This design comes from an exercise in tuning for small area and a short achievable clock period on the open sky130 flow, not from production work.
RTL that was checked went through simulation tests only; none was proved equivalent to the original.

== job 101 ==
==> module ALU, before the edit <==
module ALU (
    input clk, en,
    input [7:0] a, b,
    input [3:0] s,
    output reg [15:0] y,
    output reg carry,
    output zero
);
reg [7:0] a_in, b_in;
reg [2:0] qh;    
reg [2:0] rh;    
always @(posedge clk, posedge en) begin
    if (en) begin
        a_in <= 0; b_in <= 0;
    end else begin
        a_in <= a; b_in <= b;
    end
end
wire [2:0] iq3, irn;
alu_dpre u_dpre (.a(a[7:5]), .b(b), .q(iq3), .r(irn));
always @(posedge clk) begin
    qh <= iq3;
    rh <= irn;
end
wire [7:0] quo;
alu_div u_div (.a_in(a_in), .b_in(b_in), .qh(qh), .rh(rh), .quo(quo));
wire [8:0] sum, dif, inc, dec;
alu_arith u_arith (.a_in(a_in), .b_in(b_in), .sum(sum), .dif(dif), .inc(inc), .dec(dec));
wire [15:0] prod;
alu_mul u_mul (.x(a_in), .y(b_in), .p(prod));
wire [15:0] pre_y;
wire pre_c;
alu_omux u_omux (
    .s(s), .a_in(a_in), .b_in(b_in),
    .sum(sum), .dif(dif), .inc(inc), .dec(dec), .prod(prod),
    .out_y(pre_y), .c(pre_c)
);
wire [15:0] out_y;
alu_qmerge u_qm (.s(s), .pre(pre_y[7:0]), .quo(quo), .y(out_y[7:0]));
assign out_y[15:8] = pre_y[15:8];
reg yv;
always @(posedge clk, posedge en) begin
    if (en) begin
        y <= 0; carry <= 0; yv <= 0;
    end else begin
        y <= out_y; carry <= pre_c; yv <= 1'b1;
    end
end
alu_zdet u_zdet (.y(y), .v(yv), .zero(zero));
endmodule
==> module alu_div, before the edit <==
module alu_div (
    input [7:0] a_in, b_in,
    input [2:0] qh, rh,
    output [7:0] quo
);
wire [9:0] b3 = {1'b0, b_in, 1'b0} + {2'b00, b_in};
wire [7:0] q;
assign q[7:5] = qh;
wire [3:0] t3  = {rh, a_in[4]};
wire [4:0] df3 = {1'b0, t3} - {1'b0, b_in[3:0]};
assign q[4] = (b_in[7:4] == 4'd0) & ~df3[4];
wire [3:0] r3 = q[4] ? df3[3:0] : t3;
genvar gi;
generate for (gi = 4; gi < 8; gi = gi + 2) begin : dstep
    localparam W = gi + 2;
    wire [gi-1:0] r;
    wire [W-1:0] t = {r, a_in[7-gi], a_in[6-gi]};
    wire [W:0] d1 = {1'b0, t} - {1'b0, b_in[W-1:0]};
    wire [W-1:0] d2 = {1'b0, t[W-1:1]} - {1'b0, b_in[W-2:0]};
    wire [W:0] d3 = {1'b0, t} - {1'b0, b3[W-1:0]};
    wire hz1, hz2, hz3;
    if (W == 8) begin : last
        assign hz1 = 1'b1;
        assign hz2 = ~b_in[7];
    end else begin : nl
        assign hz1 = (b_in[7:W] == 0);
        assign hz2 = (b_in[7:W-1] == 0);
    end
    assign hz3 = (b3[9:W] == 0);
    wire c1 = hz1 & ~d1[W];
    wire c2 = hz2 & ~d2[W-1];
    wire c3 = hz3 & ~d3[W];
    assign q[7-gi] = c2;
    assign q[6-gi] = c2 ? c3 : c1;
    wire [W-1:0] rn = c3 ? d3[W-1:0] : c2 ? {d2[W-2:0], t[0]} : c1 ? d1[W-1:0] : t;
    if (gi == 4) begin : first
        assign r = r3;
    end else begin : nf
        assign r = dstep[gi-2].rn[gi-1:0];
    end
end endgenerate
assign quo = (b_in == 8'd0) ? 8'd0 : q;
endmodule
==> module alu_dpre, before the edit <==
module alu_dpre (
    input [7:5] a,
    input [7:0] b,
    output [2:0] q,
    output [2:0] r
);
wire       ib_hz = (b[7:2] == 6'd0);
wire [1:0] iq = !ib_hz          ? 2'd0 :
                (b[1:0] == 2'd0) ? 2'd3 :          
                (b[1:0] == 2'd1) ? a[7:6] :
                (b[1:0] == 2'd2) ? {1'b0, a[7]} : {1'b0, &a[7:6]};
wire [1:0] ir = !ib_hz          ? a[7:6] :
                (b[1:0] == 2'd0) ? a[7:6] :
                (b[1:0] == 2'd1) ? 2'd0 :
                (b[1:0] == 2'd2) ? {1'b0, a[6]} : ((&a[7:6]) ? 2'd0 : a[7:6]);
wire [2:0] it  = {ir, a[5]};
wire [3:0] idf = {1'b0, it} - {1'b0, b[2:0]};
wire       ige = (b[7:3] == 5'd0) & ~idf[3];
wire [2:0] irn = ige ? idf[2:0] : it;
assign q = {iq, ige};
assign r = irn;
endmodule
==> flow/config.mk <==
export PLATFORM = sky130hd
export DESIGN_NAME = ALU
export DESIGN_NICKNAME = ALU
export VERILOG_FILES = /design/flow/design.v
export SDC_FILE = /design/flow/constraint.sdc
export NUM_CORES = 4
export LEC_CHECK = 0
export CAP_MARGIN = 20
export CORE_MARGIN = 2
export CORE_UTILIZATION = 55
export SLEW_MARGIN = 20
==> flow/constraint.sdc <==
create_clock -name core_clock -period 30.0 [get_ports {clk}]
set_input_delay 6.0000 -clock core_clock [delete_from_list [all_inputs] [get_ports {clk}]]
set_output_delay 6.0000 -clock core_clock [all_outputs]
set_load 0.01 [all_outputs]
standard.sh (not shown) runs the stock make flow with config.mk's settings and CLKGATE_MAP_FILE= SYNTH_SCRIPT=/design/flow/synth_recipe.tcl, a recipe that flattens the netlist after the stock synthesis.
==> flow/flow/run.sh <==
#!/bin/bash
# Layout flow: the standard flow (standard.sh) with these changes:
#  - synthesis leaves adders to ABC: no full/half-adder cell extraction
#    (ADDER_MAP_FILE empty) and no Kogge-Stone carry lookahead map
#    (SYNTH_OPERATIONS_ARGS replaces the -extra-map default);
#  - ABC maps the design with an area-oriented script (flow/abc_area.script),
#    except the small modules in KEEP_MODULES, which stay modules through
#    synthesis and get ORFS's delay-oriented script (flow/prep.py edits a
#    copy of synth.tcl for this; synth_recipe.tcl still flattens the result);
#  - timing repair aims at a setup slack of 22.5 ns, so that it sizes and
#    buffers the critical paths (the constraints themselves are unchanged);
#  - ports are buffered with buf_2 cells rather than the buffer cell that
#    buffer_ports picks by itself.
set -euo pipefail
here=$(pwd)
rm -rf "$here/scripts"
cp -r "$FLOW_HOME/scripts" "$here/scripts"
cp "$here/flow/abc_speed.script" "$here/scripts/abc_speed_mod.script"
cp "$here/flow/abc_area.script" "$here/scripts/abc_area_mod.script"
python3 "$here/flow/prep.py" "$here/scripts/synth.tcl" > "$here/prep.log" 2>&1
export KEEP_MODULES="alu_zdet"
bash standard.sh SCRIPTS_DIR="$here/scripts" \
  ADDER_MAP_FILE= SYNTH_OPERATIONS_ARGS=-nofsm \
  "BUFFER_PORTS_ARGS=-buffer_cell sky130_fd_sc_hd__buf_2" \
  SETUP_SLACK_MARGIN=22.5 finish > "$here/flow_make.log" 2>&1
Other scripts of this flow, unchanged in this note and not shown: flow/flow/abc_area.script, flow/flow/abc_speed.script, flow/flow/prep.py
#### Input delta (job 102 over job 101)
-- flow/design.v --
<<< job 101, line 8
);
reg [7:0] a_in, b_in;
reg [2:0] qh;    
reg [2:0] rh;    
always @(posedge clk, posedge en) begin
    if (en) begin
>>> job 102, line 8
);
reg [7:0] a_in, b_in;
reg [1:0] qh;    
reg [1:0] rh;    
always @(posedge clk, posedge en) begin
    if (en) begin
<<< job 101, line 17
    end
end
wire [2:0] iq3, irn;
alu_dpre u_dpre (.a(a[7:5]), .b(b), .q(iq3), .r(irn));
always @(posedge clk) begin
    qh <= iq3;
    rh <= irn;
end
wire [7:0] quo;
>>> job 102, line 17
    end
end
wire       ib_hz = (b[7:2] == 6'd0);
wire [1:0] iq = !ib_hz          ? 2'd0 :
                (b[1:0] == 2'd0) ? 2'd3 :          
                (b[1:0] == 2'd1) ? a[7:6] :
                (b[1:0] == 2'd2) ? {1'b0, a[7]} : {1'b0, &a[7:6]};
wire [1:0] ir = !ib_hz          ? a[7:6] :
                (b[1:0] == 2'd0) ? a[7:6] :
                (b[1:0] == 2'd1) ? 2'd0 :
                (b[1:0] == 2'd2) ? {1'b0, a[6]} : ((&a[7:6]) ? 2'd0 : a[7:6]);
always @(posedge clk) begin
    qh <= iq;
    rh <= ir;
end
wire [7:0] quo;
<<< job 101, line 51
module alu_div (
    input [7:0] a_in, b_in,
    input [2:0] qh, rh,
    output [7:0] quo
);
wire [9:0] b3 = {1'b0, b_in, 1'b0} + {2'b00, b_in};
wire [7:0] q;
assign q[7:5] = qh;
wire [3:0] t3  = {rh, a_in[4]};
wire [4:0] df3 = {1'b0, t3} - {1'b0, b_in[3:0]};
assign q[4] = (b_in[7:4] == 4'd0) & ~df3[4];
wire [3:0] r3 = q[4] ? df3[3:0] : t3;
genvar gi;
generate for (gi = 4; gi < 8; gi = gi + 2) begin : dstep
    localparam W = gi + 2;
    wire [gi-1:0] r;
>>> job 102, line 58
module alu_div (
    input [7:0] a_in, b_in,
    input [1:0] qh, rh,
    output [7:0] quo
);
wire [9:0] b3 = {1'b0, b_in, 1'b0} + {2'b00, b_in};
wire [7:0] q;
assign q[7:6] = qh;
genvar gi;
generate for (gi = 2; gi < 8; gi = gi + 2) begin : dstep
    localparam W = gi + 2;
    wire [gi-1:0] r;
<<< job 101, line 84
    assign q[6-gi] = c2 ? c3 : c1;
    wire [W-1:0] rn = c3 ? d3[W-1:0] : c2 ? {d2[W-2:0], t[0]} : c1 ? d1[W-1:0] : t;
    if (gi == 4) begin : first
        assign r = r3;
    end else begin : nf
        assign r = dstep[gi-2].rn[gi-1:0];
>>> job 102, line 87
    assign q[6-gi] = c2 ? c3 : c1;
    wire [W-1:0] rn = c3 ? d3[W-1:0] : c2 ? {d2[W-2:0], t[0]} : c1 ? d1[W-1:0] : t;
    if (gi == 2) begin : first
        assign r = rh;
    end else begin : nf
        assign r = dstep[gi-2].rn[gi-1:0];
<<< job 101, line 117
assign inc[8] = ci[8];
assign dec[8] = ~cd[8];
endmodule
module alu_dpre (
    input [7:5] a,
    input [7:0] b,
    output [2:0] q,
    output [2:0] r
);
wire       ib_hz = (b[7:2] == 6'd0);
wire [1:0] iq = !ib_hz          ? 2'd0 :
                (b[1:0] == 2'd0) ? 2'd3 :          
                (b[1:0] == 2'd1) ? a[7:6] :
                (b[1:0] == 2'd2) ? {1'b0, a[7]} : {1'b0, &a[7:6]};
wire [1:0] ir = !ib_hz          ? a[7:6] :
                (b[1:0] == 2'd0) ? a[7:6] :
                (b[1:0] == 2'd1) ? 2'd0 :
                (b[1:0] == 2'd2) ? {1'b0, a[6]} : ((&a[7:6]) ? 2'd0 : a[7:6]);
wire [2:0] it  = {ir, a[5]};
wire [3:0] idf = {1'b0, it} - {1'b0, b[2:0]};
wire       ige = (b[7:3] == 5'd0) & ~idf[3];
wire [2:0] irn = ige ? idf[2:0] : it;
assign q = {iq, ige};
assign r = irn;
endmodule
module alu_zdet (
>>> job 102, line 120
assign inc[8] = ci[8];
assign dec[8] = ~cd[8];
endmodule
module alu_zdet (
## What came out
- Job 102 reached the final stage; the timing, DRC and antenna checks on its layout passed.
- Job 102 contains more vias than job 101.
- Of job 102 and job 101, the lower vias per cell belongs to job 101.
- In job 102, the worst setup slack came out 0.013 ns below the value in job 101.
- Comparing job 102 and job 101, the lower share of cells above drive strength 1 was measured on job 102.
- Between job 101 and job 102, the post-layout instance area figures differ only marginally.
Only the layout flow was run in job 102; the RTL was not checked for function there.

## afterwards: timing with drivers on the ports
In the flow no input, the clock included, has a driving cell. The finished layouts below were timed again as built, in two steps. Step 1 (the two cells are an assumption about what drives the block):
set clk [get_ports {clk}]
set_driving_cell -lib_cell sky130_fd_sc_hd__clkbuf_16 $clk
set_driving_cell -lib_cell sky130_fd_sc_hd__buf_2 [delete_from_list [all_inputs] $clk]
Step 2, shift: input delay + t, output delay - t, t = (earliest + latest rising clock arrival at the registers) / 2. This alone moves slack from input paths to output paths. Slacks: no drivers / after step 1 / after step 2; pairs: no drivers / after step 1.
run | shift t [ns] | setup WS [ns] | worst register clock-pin slew, ns | worst slew at a driven data input, ns
job 101 | 0.318 | 22.441 / 22.412 / 22.148 | 0.08 / 0.08 | 0.05
job 102 | 0.316 | 22.428 / 22.404 / 22.289 | 0.08 / 0.08 | 0.04
After both steps setup and hold are still met in every run listed. For job 101, which loses most, drivers alone change the setup slack by -0.029 ns; drivers and shift together by -0.293 ns.
